What follows belongs to an exercise in optimizing a design on an open flow for small area; a production flow would make more cautious choices. At most, simulation tests tie the RTL to the original design; equivalence was not proved. Function not checked in runs 1 and 2: the RTL went through the layout flow alone. The clock port is modelled as an ideal driver; clocking choices that lean on that would not hold on a real chip. No activity file was given, so power comes from the tool's default toggle rates.

==> flow/design.v <==
module topModule (
    input clk,
    input rst,
    input btnL,
    input [1:0] sw,
    input [3:0] JC_cols,
    input btnR,
    output audio_gain,
    output audio_shutdown,
    output audio_out,
    output [3:0] JC_rows,
    output [3:0] an,
    output reg [6:0] seg
);
    assign audio_shutdown = 1'b1;
    assign audio_gain = 1'b1;
    reg [5:0] c50;
    reg       k1;
    reg [2:0] d5;
    reg       dp;
    wire w50  = c50[5] & c50[4] & c50[0];       
    wire w100 = w50 & k1;                       
    wire tick = w100 & ~dp;                     
    wire ge25 = c50 >= 6'd25;
    wire k4 = ((d5 == 3'd1) & (k1 | ge25)) | ((d5 == 3'd3) & ~k1) |
              ((d5 == 3'd2) & k1 & ge25) | (d5 == 3'd4);
    always @(posedge clk) begin
        if (rst) begin
            c50 <= 0; k1 <= 0; d5 <= 3'd0; dp <= 0;
        end else begin
            c50 <= w50 ? 6'd0 : c50 + 6'd1;
            if (w50) k1 <= ~k1;
            if (w100) begin
                case (d5)
                    3'd0: d5 <= 3'd1;
                    3'd1: d5 <= 3'd3;
                    3'd3: d5 <= 3'd2;
                    3'd2: d5 <= 3'd4;
                    3'd4: d5 <= 3'd0;
                    default: d5 <= 3'd0;
                endcase
                dp <= ~dp;
            end
        end
    end
    reg rl;
    always @(posedge clk) begin
        if (rst) rl <= 1'b1;
        else if (tick) rl <= 1'b0;
    end
    reg [1:0]  status;       
    reg [2:0]  ctr;
    reg [1:0]  pend;         
    reg [4:0]  db;
    reg        validPin;
    reg        play, fail;
    reg [2:0]  tp0, tp1, tp2, tp3;
    reg        tc;
    reg        blv;          
    reg [1:0]  blr;          
    reg        clean;
    reg [4:0]  led;
    reg        adj_set;
    reg [7:0]  cpH, cpL;     
    reg [7:0]  stH, stL;     
    reg [7:0]  lpH, lpL;     
    reg        accS, accL;   
    wire en = tick & (status != 2'd1);
    wire pressed = (JC_cols != 4'b1111);
    wire edge_ = ~db[4] & ~db[2] & ~db[1];      
    wire dbmax = ~db[3] & ~db[2] & ~db[0];      
    reg       scan;
    reg [1:0] rr;
    wire R0 = scan & (rr == 2'd0);
    wire R1 = scan & (rr == 2'd1);
    wire R2 = scan & (rr == 2'd2);
    wire R3 = scan & (rr == 2'd3);
    assign JC_rows = {4{scan}} & {~R3, ~R2, ~R1, ~R0};
    wire K0 = (JC_cols == 4'b1110);
    wire K1 = (JC_cols == 4'b1101);
    wire K2 = (JC_cols == 4'b1011);
    wire K3 = (JC_cols == 4'b0111);
    wire isdig = (R0 & K3) | ((R0 | R1 | R2) & (K0 | K1 | K2));
    wire isC = R3 & K2;
    wire isE = R2 & K3;
    wire isD = R3 & K3;
    wire [3:0] dv = {K2 & ~R0, K1 | (K2 & R0), (K0 & (R1 | R2)) | (K1 & R2) | (K2 & R0),
                     ((K0 | K2) & ~R1) | (K1 & R1)};
    wire kev = en & edge_;
    wire wr = kev & isdig & ~ctr[2];
    wire wr0 = wr & (ctr[1:0] == 2'd0);
    wire wr1 = wr & (ctr[1:0] == 2'd1);
    wire wr2 = wr & (ctr[1:0] == 2'd2);
    wire wr3 = wr & (ctr[1:0] == 2'd3);
    always @(posedge clk) begin
        if (rst) begin
            scan <= 1'b0;
            rr <= 2'd0;
            db <= 5'b01011;
            ctr <= 3'd7;             
            pend <= 2'd3;
            validPin <= 0;
        end else begin
            if (en) begin
                db <= !pressed ? 5'b01011 : (dbmax ? db : {db[3:0], db[4] ^ db[1]});
                if (!pressed)
                begin
                    scan <= 1'b1;
                    rr <= rr + {1'b0, scan};
                end
                validPin <= edge_ & isE & ctr[2];
            end
            if (tick) begin
                case (pend)
                    2'd1: ctr <= ctr + 3'd1;
                    2'd2: ctr <= ctr - 3'd1;
                    2'd3: ctr <= 3'd0;
                    default: ;
                endcase
                pend <= ~kev ? 2'd0 : (isdig & ~ctr[2]) ? 2'd1 : (isC | (isE & ctr[2])) ? 2'd3 :
                        isD ? 2'd2 : 2'd0;
            end
        end
    end
    wire [7:0] cpH_rot = {cpH[6:0], cpH[7] & ~rl};
    wire [7:0] cpL_rot = {cpL[6:0], cpL[7] & ~rl};
    wire [7:0] cpH_wr = {dv[2:0], dv[3], dv[2:0], dv[3]};   
    wire [7:0] wmH = {{3{wr0}}, wr1, {3{wr1}}, wr0};
    wire [7:0] wmL = {{3{wr2}}, wr3, {3{wr3}}, wr2};
    always @(posedge clk) begin
        cpH <= (wmH & cpH_wr) | (~wmH & cpH_rot);
        cpL <= (wmL & cpH_wr) | (~wmL & cpL_rot);
    end
    wire [2:0] rb = 3'd2 - c50[2:0];
    wire rs = rl & ~k1;
    wire kH = (8'h43 >> rb);
    wire kL = (8'h21 >> rb);
    wire ldS = adj_set;                                
    wire tz = ~|{tp0, tp1, tp2, tp3, tc};               
    wire ldL = play & fail & tz;                        
    always @(posedge clk) begin
        stH <= {stH[6:0], ldS ? cpH[7] : (rs ? kH : stH[7])};
        stL <= {stL[6:0], ldS ? cpL[7] : (rs ? kL : stL[7])};
        lpH <= {lpH[6:0], ldL ? cpH[7] : (lpH[7] & ~rl)};
        lpL <= {lpL[6:0], ldL ? cpL[7] : (lpL[7] & ~rl)};
    end
    wire eqS = (cpH[7] == stH[7]) & (cpL[7] == stL[7]);
    wire eqL = (cpH[7] == lpH[7]) & (cpL[7] == lpL[7]);
    always @(posedge clk) begin
        accS <= w50 | (accS & eqS);
        accL <= w50 | (accL & eqL);
    end
    wire match = accS & eqS;           
    wire newfail = ~(accL & eqL);
    wire tend = tp3[2] & tp1[0] & tp1[1] & tp1[2] & tp0[2];    
    wire start = tick & ~clean & (status == 2'd0) & validPin & (match | newfail);
    wire cin = (tick & play & ~tend) | tc;
    wire [3:0] tsum = {1'b0, tp3} + {3'b000, cin};
    always @(posedge clk) begin
        if (rst | start) begin
            tp0 <= 0; tp1 <= 0; tp2 <= 0; tp3 <= 0; tc <= 0;
        end else begin
            tp0 <= tsum[2:0]; tp1 <= tp0; tp2 <= tp1; tp3 <= tp2; tc <= tsum[3];
        end
    end
    always @(posedge clk) begin
        if (rst) begin
            status <= 2'd0;
            play <= 0;
            fail <= 0;
            blv <= 0;
            blr <= 2'd3;
            clean <= 0;
        end else if (tick) begin
            if (play & tend) play <= 0;
            if (start) begin
                play <= 1;
                fail <= ~match;
            end
            if (clean)
                status <= 2'd0;
            else begin
                case (status)
                    2'd0: if (validPin & match) status <= 2'd1;
                    2'd1: if (sw[0]) status <= 2'd3;
                    2'd3: if (validPin) status <= 2'd0;
                    default: ;
                endcase
            end
            if (btnL != blv) begin
                blv <= btnL;
                blr <= 2'd0;
            end else if (blr != 2'd3)
                blr <= blr + 2'd1;
            if (blr == 2'd3) clean <= blv;    
        end
    end
    assign audio_out = play & (fail ? k4 : k1);
    reg [1:0] slot;
    assign an = {~(rl | (slot == 2'd1)), ~(rl | (slot == 2'd2)),
                 ~(rl | (slot == 2'd3)), ~(rl | (slot == 2'd0))};
    reg [3:0] dig;
    always @(*) begin
        case (slot)
            2'd0: dig = cpH[7:4];
            2'd1: dig = cpH[3:0];
            2'd2: dig = cpL[7:4];
            default: dig = cpL[3:0];
        endcase
    end
    wire has  = (ctr > {1'b0, slot});     
    wire has0 = (ctr != 3'd0);
    wire isword = (status == 2'd1) | ((status == 2'd3) & adj_set) | ~has0;
    wire [1:0] wcode = ((status == 2'd1) ? 2'd0 : ((status == 2'd3) & adj_set) ? 2'd2 : (status == 2'd0) ? 2'd1 : 2'd3);
    wire [4:0] nled = isword ? {1'b1, slot, wcode} : (has ? {1'b0, dig} : 5'd11);
    always @(posedge clk) begin
        if (rst) begin
            slot <= 2'd0;
            led <= 0;
            adj_set <= 0;
        end else if (tick) begin
            if (status != 2'd3) adj_set <= 0;
            else if (validPin) adj_set <= 1;
            slot <= slot + 2'd1;
            led <= nled;
        end
    end
    always @(*) begin
        seg[6] = (led[3] & led[1]) | (led[3] & led[2]) | (~led[3] & ~led[2] & ~led[1] & led[0]) | (~led[4] & led[2] & ~led[1] & ~led[0]) | (led[4] & led[2] & led[1] & led[0]);
        seg[5] = ~((~led[4] & ~led[3] & ~led[2]) | (~led[3] & ~led[1] & ~led[0]) | (~led[3] & led[1] & led[0]) | (~led[4] & led[3] & ~led[1]) | (led[4] & led[2] & ~led[1] & led[0]));
        seg[4] = (led[3] & led[1]) | (led[4] & led[3] & ~led[2]) | (led[4] & ~led[3] & led[2] & ~led[0]) | (~led[4] & ~led[2] & led[1] & ~led[0]) | (led[4] & ~led[2] & ~led[1] & led[0]);
        seg[3] = (led[3] & led[1] & led[0]) | (led[2] & ~led[1] & ~led[0]) | (led[3] & led[2] & led[1]) | (~led[4] & led[2] & led[1] & led[0]) | (led[4] & ~led[2] & led[1] & led[0]) | (~led[4] & ~led[3] & ~led[2] & ~led[1] & led[0]);
        seg[2] = (~led[4] & led[0]) | (led[3] & led[2] & led[1]) | (~led[4] & led[2] & ~led[1]) | (led[3] & led[1] & led[0]) | (led[4] & ~led[3] & ~led[2] & led[1] & ~led[0]);
        seg[1] = (led[3] & led[2]) | (~led[4] & ~led[2] & led[1]) | (led[2] & led[1] & led[0]) | (led[3] & led[1] & led[0]) | (~led[4] & ~led[3] & ~led[2] & led[0]);
        seg[0] = (~led[3] & ~led[2] & ~led[1]) | (led[3] & led[2] & led[1]) | (led[4] & led[3] & ~led[2] & led[0]) | (~led[4] & led[2] & led[1] & led[0]) | (led[4] & ~led[3] & ~led[1] & led[0]);
    end
endmodule
==> flow/flow/run.sh <==
#!/bin/bash
# Own layout flow: the standard layout (standard.sh), with three changes:
#  - synthesis runs the standard flow's synthesis script (synth_recipe.tcl) unchanged, except that the final
#    ABC technology mapping tries each flow/abc_*.script (area mappings, no buffering or
#    upsizing) instead of ORFS's speed script and keeps the smallest result; registers and
#    their names are not affected;
#  - buffer_ports puts a sky130_fd_sc_hd__buf_1 on every input and output port;
#  - clock tree synthesis uses clkbuf cells from CTS_BUFS and inserts no dummy loads.
# Each tool's output is in orfs/logs/; make's full output is in own_flow.log.
set -euo pipefail
W=$(pwd)
CTS_BUFS=${CTS_BUFS:-sky130_fd_sc_hd__clkbuf_4 sky130_fd_sc_hd__clkbuf_8}
CTS_EXTRA=${CTS_EXTRA:-}
{
  # ABC maps the logic with each of flow/abc_*.script in turn; the smallest result is kept.
  printf 'proc abc {args} {\n'
  printf '  set i [lsearch -exact $args -script]\n'
  printf '  set lib [lindex $args [expr {[lsearch -exact $args -liberty] + 1}]]\n'
  printf '  yosys design -save own_pre_abc\n'
  printf '  set best ""\n'
  printf '  set best_area 1e30\n'
  printf '  foreach s [lsort [glob {%s/flow/abc_*.script}]] {\n' "$W"
  printf '    yosys design -load own_pre_abc\n'
  printf '    set a $args\n'
  printf '    if {$i >= 0} { lset a [expr {$i + 1}] $s }\n'
  printf '    yosys abc {*}$a\n'
  printf '    yosys tee -q -o {%s/own_area.txt} stat -liberty $lib\n' "$W"
  printf '    set f [open {%s/own_area.txt}]\n' "$W"
  printf '    set t [read $f]\n'
  printf '    close $f\n'
  printf '    regexp {Chip area for module [^:]*: +([0-9.]+)} $t -> area\n'
  printf '    puts "own flow: abc script $s gives area $area"\n'
  printf '    if {$area < $best_area} { set best_area $area; set best $s }\n'
  printf '  }\n'
  printf '  yosys design -load own_pre_abc\n'
  printf '  if {$i >= 0} { lset args [expr {$i + 1}] $best }\n'
  printf '  puts "own flow: abc $args"\n'
  printf '  yosys abc {*}$args\n'
  printf '}\n'
  cat synth_recipe.tcl
} > own_synth.tcl
sed -E "s#SYNTH_SCRIPT=[^ ]*#SYNTH_SCRIPT=$W/own_synth.tcl#" standard.sh > own_standard.sh
grep -q "SYNTH_SCRIPT=$W/own_synth.tcl" own_standard.sh
export BUFFER_PORTS_ARGS="-buffer_cell sky130_fd_sc_hd__buf_1"
if [[ -f flow/pre_cts.tcl ]]; then export PRE_CTS_TCL=$W/flow/pre_cts.tcl; fi
export CTS_ARGS="-sink_clustering_enable -repair_clock_nets -buf_list {$CTS_BUFS} -dont_use_dummy_load $CTS_EXTRA"
bash own_standard.sh > own_flow.log 2>&1
==> flow/flow/abc_a3.script <==
strash
dch
amap
topo
==> flow/flow/abc_a6.script <==
strash
&get -n
&st
&syn2
&dch
&nf
&put
strash
dch
map -a
==> flow/flow/abc_b4.script <==
strash
dch
amap
strash
dch
amap
topo
==> flow/flow/abc_c4.script <==
strash
balance
rewrite
refactor
balance
rewrite -z
refactor -z
balance
dch
amap
topo
==> flow/flow/abc_c6.script <==
strash
rewrite
refactor
resub
dch
amap
topo
==> flow/standard.sh <==
#!/bin/bash
# synth_recipe.tcl (not shown) runs the flow's synth.tcl, then flattens the netlist and writes it again
# the make line also repeats each setting of config.mk as NAME=value (left out here)
make -C /OpenROAD-flow-scripts/flow DESIGN_CONFIG=/design/flow/config.mk WORK_HOME=/design/flow/orfs CLKGATE_MAP_FILE= SYNTH_SCRIPT=/design/flow/synth_recipe.tcl "${@:-finish}"
==> flow/config.mk <==
export PLATFORM = sky130hd
export DESIGN_NAME = topModule
export DESIGN_NICKNAME = topModule
export VERILOG_FILES = /design/flow/design.v
export SDC_FILE = /design/flow/constraint.sdc
export NUM_CORES = 4
export LEC_CHECK = 0
export CAP_MARGIN = 20
export CORE_MARGIN = 2
export CORE_UTILIZATION = 40
export SLEW_MARGIN = 20
==> flow/constraint.sdc <==
create_clock -name core_clock -period 10.0 [get_ports {clk}]
set_input_delay 2.0000 -clock core_clock [delete_from_list [all_inputs] [get_ports {clk}]]
set_output_delay 2.0000 -clock core_clock [all_outputs]
set_load 0.01 [all_outputs]
==> summary.txt, run 1 <==
worst slew pin tran = 0.624 ns
Netlist cell types = 42
Hold EP = lpL[4]
crit path max fanout = 6
Detailed Route Iter0 Violations = 148
Sw Share = 21.3%
clock latency on the worst-skew pair = 0.37 ns
DP Area = 4420 µm²
R2R Path End = cpH[3]
reg-to-reg slack, setup = 6.16 ns
Lkg Pwr = 1.65 nW
Fmax = 241 MHz
initial antenna violation count = 0
row count = 37
vias in the first global route = 3215
hold depth = 0
Worst-path clk slew = 0.11 ns
CTS buffer count = 9
core box area = 10200 µm²
most frequent cell after synthesis = dfxtp_1
# clock sinks = 105
synthesized cell area = 4160 µm²
die footprint = 11200 µm²
first-pass GRT wire length = 15000 µm
met3 GRT Util = 3.43%
EDFF count, synth = 0
fin crit share = 41.5%
nets@finish = 546
GR Util met2 = 26.2%
Yosys reg bits = 105
post-route ant nets = 0
largest area contributor in the netlist = dfxtp_1
FFs w/ async S/R, synth = 0%
CTS tree = yes
Final Max Tran Viols = 0
critical path startpoint category = input port
clock skew = 0.0321 ns
hold_sp = lpL[3]
status = finished clean
WP data arrival = 4.40 ns
Total GRT Usage = 16.4%
Top FF cell, synth = dfxtp_1
gpl congestion = 0.921
P&R area growth vs syn = 9.35%
# hold bufs at CTS = 0
CTS resizes = 0
detailed placement HPWL = 6340 µm
pin count of the biggest net entering global routing = 27
routing usage on met1 = 22.3%
Reg2Reg Depth = 12
Final Setup Violations = 0
r2r startpoint = c50[0]
Initial Util = 40.7%
Comb pwr share = 2.9%
Worst Hold Class = reg2reg
Worst slew margin = 58.0%
Pint = 0.519 mW
Net Switching = 0.141 mW
YS warnings = 1
required time worst endpoint = 10.25 ns
Vias = 3460
io pins = 28
Post-synth top cells = dfxtp_1, nor2_1, clkinv_1
setup TNS = 0 ns
drt wl/cell = 13.3 µm
WL final = 8690 µm
Critical Setup Path Class = in2reg
RSZ-0062 raised after global routing = false
width of the die = 106 µm
pwr/cell area = 145 nW/µm²
Hold Fails Final Rpt = 0
clock network power share = 30.8%
Gate Count Post-Synth = 483
most used routing layer = met2
ranking of synthesized cells by area = dfxtp_1, nor2_1, clkinv_1
n_diodes = 0
# DRC = 0
max_cap viols = 0
Period minus WS final = 4.15 ns
Crit. End Element = register
Flop pwr share = 66.3%
worst IR drop on VDD = 0.0000654 V
post-synthesis average cell area = 8.62 µm²
GRT overflow = 0
post-route design area = 4550 µm²
Chip Height = 106 µm
Synth top area share = 50.5%
layout cell share with drive strength beyond 1 = 2.32%
sequential-to-total area share from yosys stat = 50.5%
Pre-Repair DR Iteration Count = 5
Post-CTS Setup Inserts = 0
Via-to-Cell Ratio = 5.30
PortBufs = 23
## metrics by stage
| step | utilization [%] | hold WS (ns) | std cells | setup slack (ns) | power, mW |
|---|---|---|---|---|---|
| detailed placement | 43.2 | 0.312 | 643 | 5.57 | 0.466 |
| CTS | 44.4 | 0.306 | 652 | 5.86 | 0.669 |
| global route | 44.5 | 0.308 | 653 | 5.68 | 0.687 |
| finish | 44.5 | 0.307 | 653 | 5.85 | 0.660 |
| global placement | 43.2 | 0.310 | 643 | 5.61 | 0.466 |
| floorplan | - | 0.310 | 484 | 6.06 | 0.457 |
## kinds of logic (layout without fill, tap and decap cells)
logic type	count (synthesis)	after routing	share of synthesized area (%)
other	1	2	0.0901
flip-flops	105	105	50.5
buffers and inverters	65	98	6.04
AND/OR/NAND/NOR	160	160	16.4
AO/OA/AOI/OAI	135	135	21.6
adder cells (fa/ha/maj)	17	17	5.29
## per-layer routing
layer / share of wire, % / routed length (µm)
met1: 50 / 4310
met4: 1.3 / 114
met5: 0 / 0
met2: 44 / 3860
met3: 4.6 / 403
## power groups by stage
stage / combinational [mW] / sequential (mW) / clock [mW]
floorplan: 0.0124 / 0.445 / 0
global placement: 0.0184 / 0.447 / 0
detailed placement: 0.0188 / 0.447 / 0
CTS: 0.0190 / 0.438 / 0.212
global route: 0.0218 / 0.440 / 0.226
finish: 0.0190 / 0.437 / 0.203
## how the worst max path moves through the flow
stage / from / end / slack, ns
floorplan: JC_cols[3] / cpL[6] / 6.06
global placement: JC_cols[3] / cpH[3] / 5.61
detailed placement: JC_cols[3] / cpH[3] / 5.57
CTS: c50[0] / audio_out / 5.86
global route: JC_cols[1] / cpH[3] / 5.68
finish: JC_cols[3] / cpH[3] / 5.85
## sequential cells by signal (all words and copies together), names as in the netlist, 5 cells and up
signal,count
c50,6
cpH,8
cpL,8
db,5
led,5
lpH,8
lpL,8
stH,8
stL,8
## final cells by class
cell class                 count  area, µm²
fill                        1040       5680
sequential                   105       2100
multi-input combinational    314       1810
inverter                      63        236
tap                          136        170
clock buffer                   9        124
timing repair buffer          26        106
## worst max-delay path, stage by stage
cell	delay [ns]
buf_1	0.13
clkinv_1	0.10
nor3_1	0.28
clkinv_1	0.19
nand2_1	0.11
nor2_1	0.05
o22a_1	0.15
or3_1	0.43
nor3_1	0.43
clkinv_1	0.26
o22a_1	0.25
## layout by cell type, fill, tap and decap left out, types with 3 or more instances in the layout
master and n:
o22ai_1 6, nand3_1 7, o21ai_0 32, nor3_1 17, nand2_1 27, o22a_1 7, and3_1 7, a222oi_1 4
buf_1 23, clkbuf_8 9, clkinv_1 63, or4_1 3, a211oi_1 10, a221oi_1 4, dfxtp_1 105, a21oi_1 31
nand4_1 4, ha_1 16, nor2_1 90, a31oi_1 8, o221ai_1 7, a22oi_1 4
==> run 2: changes to the inputs <==
--- a/flow/design.v
+++ b/flow/design.v
@@ -97,3 +97,2 @@
             scan <= 1'b0;
-            rr <= 2'd0;
             db <= 5'b01011;
@@ -108,3 +107,3 @@
                     scan <= 1'b1;
-                    rr <= rr + {1'b0, scan};
+                    rr <= scan ? rr + 2'd1 : 2'd0;
                 end
@@ -159,3 +158,3 @@
     always @(posedge clk) begin
-        if (rst | start) begin
+        if (start) begin                 
             tp0 <= 0; tp1 <= 0; tp2 <= 0; tp3 <= 0; tc <= 0;
@@ -169,6 +168,4 @@
             play <= 0;
-            fail <= 0;
             blv <= 0;
             blr <= 2'd3;
-            clean <= 0;
         end else if (tick) begin
@@ -214,3 +211,3 @@
     wire [1:0] wcode = ((status == 2'd1) ? 2'd0 : ((status == 2'd3) & adj_set) ? 2'd2 : (status == 2'd0) ? 2'd1 : 2'd3);
-    wire [4:0] nled = isword ? {1'b1, slot, wcode} : (has ? {1'b0, dig} : 5'd11);
+    wire [4:0] nled = isword ? {1'b1, slot, wcode} : (has ? {1'b0, dig} : 5'd15);
     always @(posedge clk) begin
@@ -228,9 +225,9 @@
     always @(*) begin
-        seg[6] = (led[3] & led[1]) | (led[3] & led[2]) | (~led[3] & ~led[2] & ~led[1] & led[0]) | (~led[4] & led[2] & ~led[1] & ~led[0]) | (led[4] & led[2] & led[1] & led[0]);
-        seg[5] = ~((~led[4] & ~led[3] & ~led[2]) | (~led[3] & ~led[1] & ~led[0]) | (~led[3] & led[1] & led[0]) | (~led[4] & led[3] & ~led[1]) | (led[4] & led[2] & ~led[1] & led[0]));
+        seg[6] = (led[3] & led[2]) | (led[3] & led[1]) | (~led[3] & ~led[2] & ~led[1] & led[0]) | (~led[4] & led[2] & ~led[1] & ~led[0]) | (led[4] & led[2] & led[1] & led[0]);
+        seg[5] = ~((~led[4] & ~led[2]) | (~led[3] & ~led[1] & ~led[0]) | (~led[3] & led[1] & led[0]) | (led[4] & led[2] & ~led[1] & led[0]));
         seg[4] = (led[3] & led[1]) | (led[4] & led[3] & ~led[2]) | (led[4] & ~led[3] & led[2] & ~led[0]) | (~led[4] & ~led[2] & led[1] & ~led[0]) | (led[4] & ~led[2] & ~led[1] & led[0]);
-        seg[3] = (led[3] & led[1] & led[0]) | (led[2] & ~led[1] & ~led[0]) | (led[3] & led[2] & led[1]) | (~led[4] & led[2] & led[1] & led[0]) | (led[4] & ~led[2] & led[1] & led[0]) | (~led[4] & ~led[3] & ~led[2] & ~led[1] & led[0]);
+        seg[3] = (led[3] & led[2] & led[1]) | (led[2] & ~led[1] & ~led[0]) | (led[4] & ~led[2] & led[1] & led[0]) | (~led[4] & led[2] & led[1] & led[0]) | (~led[4] & ~led[3] & ~led[2] & ~led[1] & led[0]);
         seg[2] = (~led[4] & led[0]) | (led[3] & led[2] & led[1]) | (~led[4] & led[2] & ~led[1]) | (led[3] & led[1] & led[0]) | (led[4] & ~led[3] & ~led[2] & led[1] & ~led[0]);
         seg[1] = (led[3] & led[2]) | (~led[4] & ~led[2] & led[1]) | (led[2] & led[1] & led[0]) | (led[3] & led[1] & led[0]) | (~led[4] & ~led[3] & ~led[2] & led[0]);
-        seg[0] = (~led[3] & ~led[2] & ~led[1]) | (led[3] & led[2] & led[1]) | (led[4] & led[3] & ~led[2] & led[0]) | (~led[4] & led[2] & led[1] & led[0]) | (led[4] & ~led[3] & ~led[1] & led[0]);
+        seg[0] = (~led[3] & ~led[2] & ~led[1]) | (led[4] & led[3] & ~led[2] & led[0]) | (led[4] & led[3] & led[2] & led[1]) | (led[4] & ~led[3] & ~led[1] & led[0]) | (~led[4] & ~led[3] & led[2] & led[1] & led[0]);
     end
==> run 2 against run 1 <==
  * Still clean
  * Total power increased by 0.15%
  * Non-clock buffer count unchanged
  * Clock power about the same
  * Largest cell class unchanged
==> summary.txt, run 2 <==
Total GRT Usage = 16.2% (was 16.4%)
P&R area growth vs syn = 9.48% (was 9.35%)
n_diodes = 0 (unchanged)
Top FF cell, synth = dfxtp_1 (unchanged)
status = finished clean (unchanged)
Worst-path clk slew = 0.10 ns (was 0.11 ns)
max_cap viols = 0 (unchanged)
Vias = 3444 (was 3460)
r2r startpoint = c50[0] (unchanged)
Critical Setup Path Class = reg2out (was in2reg)
detailed placement HPWL = 6250 µm (was 6340 µm)
Reg2Reg Depth = 12 (unchanged)
Netlist cell types = 40 (was 42)
Final Max Tran Viols = 0 (unchanged)
CTS resizes = 0 (unchanged)
Yosys reg bits = 105 (unchanged)
Net Switching = 0.139 mW (was 0.141 mW)
Fmax = 232 MHz (was 241 MHz)
Synth top area share = 48.2% (was 50.5%)
first-pass GRT wire length = 14700 µm (was 15000 µm)
crit path max fanout = 4 (was 6)
core box area = 10300 µm² (was 10200 µm²)
Final Setup Violations = 0 (unchanged)
pwr/cell area = 144 nW/µm² (was 145 nW/µm²)
CP bufs+invs = 2 (was 4)
leading cell type in the layout, fill and taps excluded = dfxtp_1 (unchanged)
stages on the worst setup path = 9 (was 11)
Pre-Repair DR Iteration Count = 5 (unchanged)
Final Non-Filler Cells = 657 (was 653)
CTS buffer count = 9 (unchanged)
RSZ-0062 raised after global routing = false (unchanged)
Post-CTS Setup Inserts = 0 (unchanged)
# DRC = 0 (unchanged)
row count = 37 (unchanged)
worst IR drop on VDD = 0.0000698 V (was 0.0000654 V)
EDFF count, synth = 4 (was 0)
die footprint = 11300 µm² (was 11200 µm²)
reg-to-reg slack, setup = 6.04 ns (was 6.16 ns)
GRT overflow = 0 (unchanged)
worst slew pin tran = 0.862 ns (was 0.624 ns)
nets@finish = 553 (was 546)
width of the die = 106 µm (about the same)
CTS tree = yes (unchanged)
CP peak stage delay = 0.41 ns (was 0.43 ns)
setup TNS = 0 ns (unchanged)
critical path startpoint category = register (was input port)
fin crit share = 43.2% (was 41.5%)
Flop pwr share = 66.6% (was 66.3%)
PortBufs = 23 (unchanged)
post-synthesis average cell area = 8.62 µm² (about the same)
layout cell share with drive strength beyond 1 = 2.50% (was 2.32%)
crit path to = audio_out (was cpH[3])
WP data arrival = 2.32 ns (was 4.40 ns)
Pint = 0.522 mW (was 0.519 mW)
sequential-to-total area share from yosys stat = 51.0% (was 50.5%)
delay-heaviest family, CP = compound AO/OA/AOI/OAI gates (was simple AND/OR/NAND/NOR gates)
Detailed Route Iter0 Violations = 231 (was 148)
clock latency on the worst-skew pair = 0.37 ns (about the same)
R2R Path End = cpH[4] (was cpH[3])
most frequent cell after synthesis = dfxtp_1 (unchanged)
vias in the first global route = 3215 (unchanged)
critical path startpoint = c50[1] (was JC_cols[3])
Sw Share = 21.0% (was 21.3%)
post-route ant nets = 0 (unchanged)
Slowest cell on crit path = a2111oi_0 (was or3_1)
required time worst endpoint = 8.00 ns (was 10.25 ns)
WL final = 8470 µm (was 8690 µm)
Chip Height = 106 µm (about the same)
# clock sinks = 105 (unchanged)
Post-synth top cells = dfxtp_1, nor2_1, clkinv_1 (unchanged)
synthesized cell area = 4200 µm² (was 4160 µm²)
pin count of the biggest net entering global routing = 26 (was 27)
Period minus WS final = 4.32 ns (was 4.15 ns)
Comb pwr share = 2.7% (was 2.9%)
drt wl/cell = 12.9 µm (was 13.3 µm)
Gate Count Post-Synth = 487 (was 483)
initial antenna violation count = 0 (unchanged)
YS warnings = 1 (unchanged)
worst-path cell chain = clkinv_1 -> ha_1 -> nor2_1 -> nand2_1 -> a31oi_1 -> a31oi_1 -> a2111oi_0 -> a211oi_1 -> buf_1 (was buf_1 -> clkinv_1 -> nor3_1 -> clkinv_1 -> nand2_1 -> nor2_1 -> o22a_1 -> or3_1 -> nor3_1 -> clkinv_1 -> o22a_1)
clock network power share = 30.7% (was 30.8%)
io pins = 28 (unchanged)
Placed Cells = 648 (was 643)
ranking of synthesized cells by area = dfxtp_1, nor2_1, clkinv_1 (unchanged)
Initial Util = 40.8% (was 40.7%)
FFs w/ async S/R, synth = 0% (unchanged)
Worst Hold Class = reg2reg (unchanged)
gpl congestion = 0.867 (was 0.921)
Crit. End Element = output pin (was register)
Lkg Pwr = 1.62 nW (was 1.65 nW)
Hold Fails Final Rpt = 0 (unchanged)
Worst slew margin = 42.1% (was 58.0%)
most frequent cells in the layout = dfxtp_1, nor2_1, clkinv_1, nand2_1, o21ai_0 (was dfxtp_1, nor2_1, clkinv_1, o21ai_0, a21oi_1)
# hold bufs at CTS = 0 (unchanged)
clock skew = 0.0345 ns (was 0.0321 ns)
largest area contributor in the netlist = dfxtp_1 (unchanged)
Worst path most repeated cell = a31oi_1 (was clkinv_1)
Via-to-Cell Ratio = 5.24 (was 5.30)
## run 2: area by class of cell
type / instances / area (µm²)
multi-input cells: 317 / 1810
well taps: 136 / 170
clock buffers: 9 / 124
repair buffers: 26 / 109
inverters: 64 / 240
fillers: 1034 / 5680
flip-flops and latches: 105 / 2140
## run 2: routing by layer
layer  vias up  GRT usage, %  routed length (µm)
li1       1772             -                   -
met1      1600          22.0                4250
met2        66          25.4                3840
met3         6          3.49                 272
met4         0          6.12                 105
met5         -             0                   0
## run 2: cells by family after synthesis
kind of cell	count (synthesis)	synth area share [%]
other	1	0.0893
and+or+nand+nor	168	17.1
AOI/OAI and AO/OA	127	19.6
DFF	105	51.0
buffers and inverters	66	6.08
adders and majority gates	20	6.14
## run 2: stage by stage
| stage | cell area, µm² | worst slack, ns | total power [mW] | util [%] | hold slack, ns |
|---|---|---|---|---|---|
| 2_1_floorplan | 4200 | 5.89 | 0.460 | - | 0.310 |
| 3_3_place_gp | 4470 | 5.87 | 0.467 | 43.5 | 0.311 |
| 3_5_place_dp | 4470 | 5.82 | 0.468 | 43.5 | 0.312 |
| 4_1_cts | 4600 | 5.60 | 0.669 | 44.7 | 0.298 |
| 5_1_grt | 4600 | 5.43 | 0.689 | 44.7 | 0.289 |
| 6_report | 4600 | 5.68 | 0.661 | 44.7 | 0.292 |
## run 2: power by group through the flow
stage	combinational (mW)	clock [mW]	sequential [mW]
4_1_cts	0.0178	0.211	0.440
2_1_floorplan	0.0121	0	0.448
6_report	0.0176	0.203	0.440
5_1_grt	0.0208	0.226	0.442
3_3_place_gp	0.0176	0	0.449
3_5_place_dp	0.0178	0	0.450
## run 2: worst min path at each step
stage          startpoint      to  slack (ns)  cells after the start
6_report           lpH[1]  lpH[2]        0.29                      0
5_1_grt            lpH[1]  lpH[2]        0.29                      0
4_1_cts            lpH[1]  lpH[2]        0.30                      0
3_5_place_dp       lpL[0]  lpL[1]        0.31                      0
3_3_place_gp       lpL[1]  lpL[2]        0.31                      0
2_1_floorplan      lpH[0]  lpH[1]        0.31                      0
==> run 3: changes to the inputs <==
--- a/flow/design.v
+++ b/flow/design.v
@@ -97,2 +97,3 @@
             scan <= 1'b0;
+            rr <= 2'd0;
             db <= 5'b01011;
@@ -107,3 +108,3 @@
                     scan <= 1'b1;
-                    rr <= scan ? rr + 2'd1 : 2'd0;
+                    rr <= rr + {1'b0, scan};
                 end
@@ -158,3 +159,3 @@
     always @(posedge clk) begin
-        if (start) begin                 
+        if (rst | start) begin
             tp0 <= 0; tp1 <= 0; tp2 <= 0; tp3 <= 0; tc <= 0;
@@ -168,4 +169,6 @@
             play <= 0;
+            fail <= 0;
             blv <= 0;
             blr <= 2'd3;
+            clean <= 0;
         end else if (tick) begin
==> run 3 against run 2 <==
  * Flip-flop and latch count is the same
  * Critical endpoint is now cpH[2]
  * Cell count shrank 1.7%
  * Global-route usage grew 0.079 points
  * Maximum frequency shrank 3.7%
  * Still clean
  * Total power shrank 0.49%
  * Non-clock buffer count shrank 2
  * Sequential share of layout area is essentially flat
  * Worst hold slack gained 0.0049 ns
  * Clock-buffer cell count is the same
  * Via count shrank 1.1%
==> summary.txt, run 3 <==
pin count of the biggest net entering global routing = 24 (was 26)
n_diodes = 0 (unchanged)
Worst-path clk slew = 0.10 ns (about the same)
WP data arrival = 4.70 ns (was 2.32 ns)
RSZ-0062 raised after global routing = false (unchanged)
FFs w/ async S/R, synth = 0% (unchanged)
synthesized cell area = 4140 µm² (was 4200 µm²)
row count = 37 (unchanged)
crit path to = cpH[2] (was audio_out)
die footprint = 11200 µm² (was 11300 µm²)
gpl congestion = 0.907 (was 0.867)
Vias = 3407 (was 3444)
Final Max Tran Viols = 0 (unchanged)
Gate Count Post-Synth = 478 (was 487)
clock latency on the worst-skew pair = 0.37 ns (about the same)
width of the die = 106 µm (about the same)
Total GRT Usage = 16.3% (was 16.2%)
most frequent cells in the layout = dfxtp_1, nor2_1, clkinv_1, nand2_1, a21oi_1 (was dfxtp_1, nor2_1, clkinv_1, nand2_1, o21ai_0)
post-route ant nets = 0 (unchanged)
Sw Share = 21.3% (was 21.0%)
Tot Pwr = 0.657 mW (was 0.661 mW)
Fmax = 223 MHz (was 232 MHz)
Setup WS pre-CTS = 5.47 ns (was 5.82 ns)
required time worst endpoint = 10.22 ns (was 8.00 ns)
# clock sinks = 105 (unchanged)
most frequent cell after synthesis = dfxtp_1 (unchanged)
largest area contributor in the netlist = dfxtp_1 (unchanged)
Yosys reg bits = 105 (unchanged)
leading cell type in the layout, fill and taps excluded = dfxtp_1 (unchanged)
Net Switching = 0.140 mW (was 0.139 mW)
Synth top area share = 50.8% (was 48.2%)
vias in the first global route = 3139 (was 3215)
Comb pwr share = 2.7% (about the same)
Crit. End Element = register (was output pin)
CTS tree = yes (unchanged)
CTS resizes = 0 (unchanged)
fin crit share = 44.8% (was 43.2%)
reg-to-reg slack, setup = 5.52 ns (was 6.04 ns)
Final Setup Violations = 0 (unchanged)
final worst slack = 5.52 ns (was 5.68 ns)
clock network power share = 31.1% (was 30.7%)
Flop pwr share = 66.2% (was 66.6%)
post-synthesis average cell area = 8.66 µm² (was 8.62 µm²)
nets@finish = 539 (was 553)
Reg2Reg Depth = 10 (was 12)
Post-synth top cells = dfxtp_1, nor2_1, clkinv_1 (unchanged)
Pint = 0.517 mW (was 0.522 mW)
io pins = 28 (unchanged)
# hold bufs at CTS = 0 (unchanged)
pwr/cell area = 146 nW/µm² (was 144 nW/µm²)
Period minus WS final = 4.48 ns (was 4.32 ns)
critical path startpoint = c50[0] (was c50[1])
detailed placement HPWL = 6200 µm (was 6250 µm)
PortBufs = 23 (unchanged)
worst IR drop on VDD = 0.0000760 V (was 0.0000698 V)
Netlist cell types = 37 (was 40)
crit path max fanout = 18 (was 4)
sequential-to-total area share from yosys stat = 50.8% (was 51.0%)
Lkg Pwr = 1.62 nW (about the same)
Hold Worst Slack = 0.297 ns (was 0.292 ns)
R2R Path End = cpH[2] (was cpH[4])
first-pass GRT wire length = 14600 µm (was 14700 µm)
P&R area growth vs syn = 9.10% (was 9.48%)
Pre-Repair DR Iteration Count = 4 (was 5)
routing usage on met1 = 21.9% (was 22.0%)
worst slew pin tran = 0.867 ns (was 0.862 ns)
Hold Fails Final Rpt = 0 (unchanged)
initial antenna violation count = 0 (unchanged)
YS warnings = 1 (unchanged)
Critical Setup Path Class = reg2reg (was reg2out)
clock skew = 0.0276 ns (was 0.0345 ns)
GRT overflow = 0 (unchanged)
Worst Hold Class = reg2reg (unchanged)
GR Util met2 = 24.7% (was 25.4%)
drt wl/cell = 13.2 µm (was 12.9 µm)
Initial Util = 40.6% (was 40.8%)
EDFF count, synth = 0 (was 4)
met3 GRT Util = 4.51% (was 3.49%)
ranking of synthesized cells by area = dfxtp_1, nor2_1, clkinv_1 (unchanged)
core box area = 10200 µm² (was 10300 µm²)
Worst slew margin = 41.8% (was 42.1%)
r2r startpoint = c50[0] (unchanged)
layout cell share with drive strength beyond 1 = 1.96% (was 2.50%)
max_cap viols = 0 (unchanged)
Chip Height = 106 µm (about the same)
Via-to-Cell Ratio = 5.27 (was 5.24)
status = finished clean (unchanged)
Top FF cell, synth = dfxtp_1 (unchanged)
WL final = 8500 µm (was 8470 µm)
hold_sp = lpH[2] (was lpH[1])
CTS buffer count = 9 (unchanged)
# DRC = 0 (unchanged)
Detailed Route Iter0 Violations = 245 (was 231)
setup TNS = 0 ns (unchanged)
Post-CTS Setup Inserts = 0 (unchanged)
most used routing layer = met2 (unchanged)
critical path startpoint category = register (unchanged)
## run 3: worst min path at each step
stage          endpoint  slack, ns  cells past startpoint
2_1_floorplan    lpH[1]       0.31                      0
3_3_place_gp     stH[3]       0.31                      0
3_5_place_dp     stH[6]       0.31                      0
4_1_cts          lpH[3]       0.30                      0
5_1_grt          lpH[3]       0.29                      0
6_report         lpH[3]       0.30                      0
## run 3: layout make-up
type                    count  area (µm²)
fillers                  1053        5670
flip-flops and latches    105        2100
multi-input cells         315        1810
inverters                  57         214
well taps                 136         170
clock buffers               9         124
repair buffers             24        93.8
## run 3: critical path, cell delays in order, from the launching register on
cell and delay (ns):
dfxtp_1 0.47, nand3_1 0.21, clkinv_1 0.11, nand2_1 0.09, nor2_1 0.65, clkinv_1 0.72, nor2_1 0.48, nand4_1 0.27
or3_1 0.49, nor3_1 0.69, a21oi_1 0.16
## run 3: stage by stage
step / std cells / util [%] / area, µm²
after floorplan: 479 / - / 4140
after global placement: 637 / 43.1 / 4390
after detailed placement: 637 / 43.1 / 4390
after CTS: 646 / 44.3 / 4510
after global routing: 646 / 44.3 / 4510
final: 646 / 44.3 / 4510
## run 3: cells by family after synthesis
| group | synth area share (%) |
|---|---|
| adder cells (fa/ha/maj) | 5.32 |
| buffers and inverters | 5.53 |
| AO/OA/AOI/OAI | 20.6 |
| flip-flops | 50.8 |
| AND/OR/NAND/NOR | 17.6 |
| other | 0.0906 |
## run 3: routing by layer
layer | share of wire, % | vias to the layer above | routed length, µm
met4 | 2.5 | 0 | 215
met1 | 49 | 1557 | 4200
met3 | 4.9 | 20 | 415
met2 | 43 | 81 | 3670
met5 | 0 | - | 0
li1 | - | 1749 | -
## run 3: power by group through the flow
stage	clock network (mW)	logic [mW]	registers [mW]
floorplan	0	0.0119	0.443
global placement	0	0.0171	0.445
detailed placement	0	0.0176	0.445
CTS	0.216	0.0177	0.436
global route	0.231	0.0208	0.437
finish	0.204	0.0175	0.435

## separate check: timing with driven ports
In the flow no input, the clock included, has a driving cell. The finished layouts below were timed again as built, in two steps. Step 1 sets driving cells, clkbuf_16 on the clock port and buf_2 on the other inputs (assumed; they add their load-dependent delay and slew). Step 2 moves the port delays by t, midway between the first and last clock arrival at a register: inputs arrive t later, outputs are due t later. That takes back most of the time a late clock gives input paths. Three values: ideal, step 1, step 2; two values: the first two.
| run | shift t [ns] | slack for setup (ns) | hold WS [ns] | latest minus earliest clock arrival (ns) | worst data-port slew with drivers (ns) |
|---|---|---|---|---|---|
| run 1 | 0.384 | 5.854 / 5.852 / 5.479 | 0.307 / 0.307 / 0.307 | 0.032 / 0.032 | 0.03 |
| run 2 | 0.386 | 5.682 / 5.646 / 5.776 | 0.292 / 0.292 / 0.292 | 0.035 / 0.035 | 0.03 |
| run 3 | 0.392 | 5.517 / 5.517 / 5.517 | 0.297 / 0.297 / 0.297 | 0.028 / 0.028 | 0.04 |
After both steps setup and hold are still met in every run listed. For run 1, which loses most, drivers alone change the setup slack by -0.002 ns; drivers and shift together by -0.375 ns.
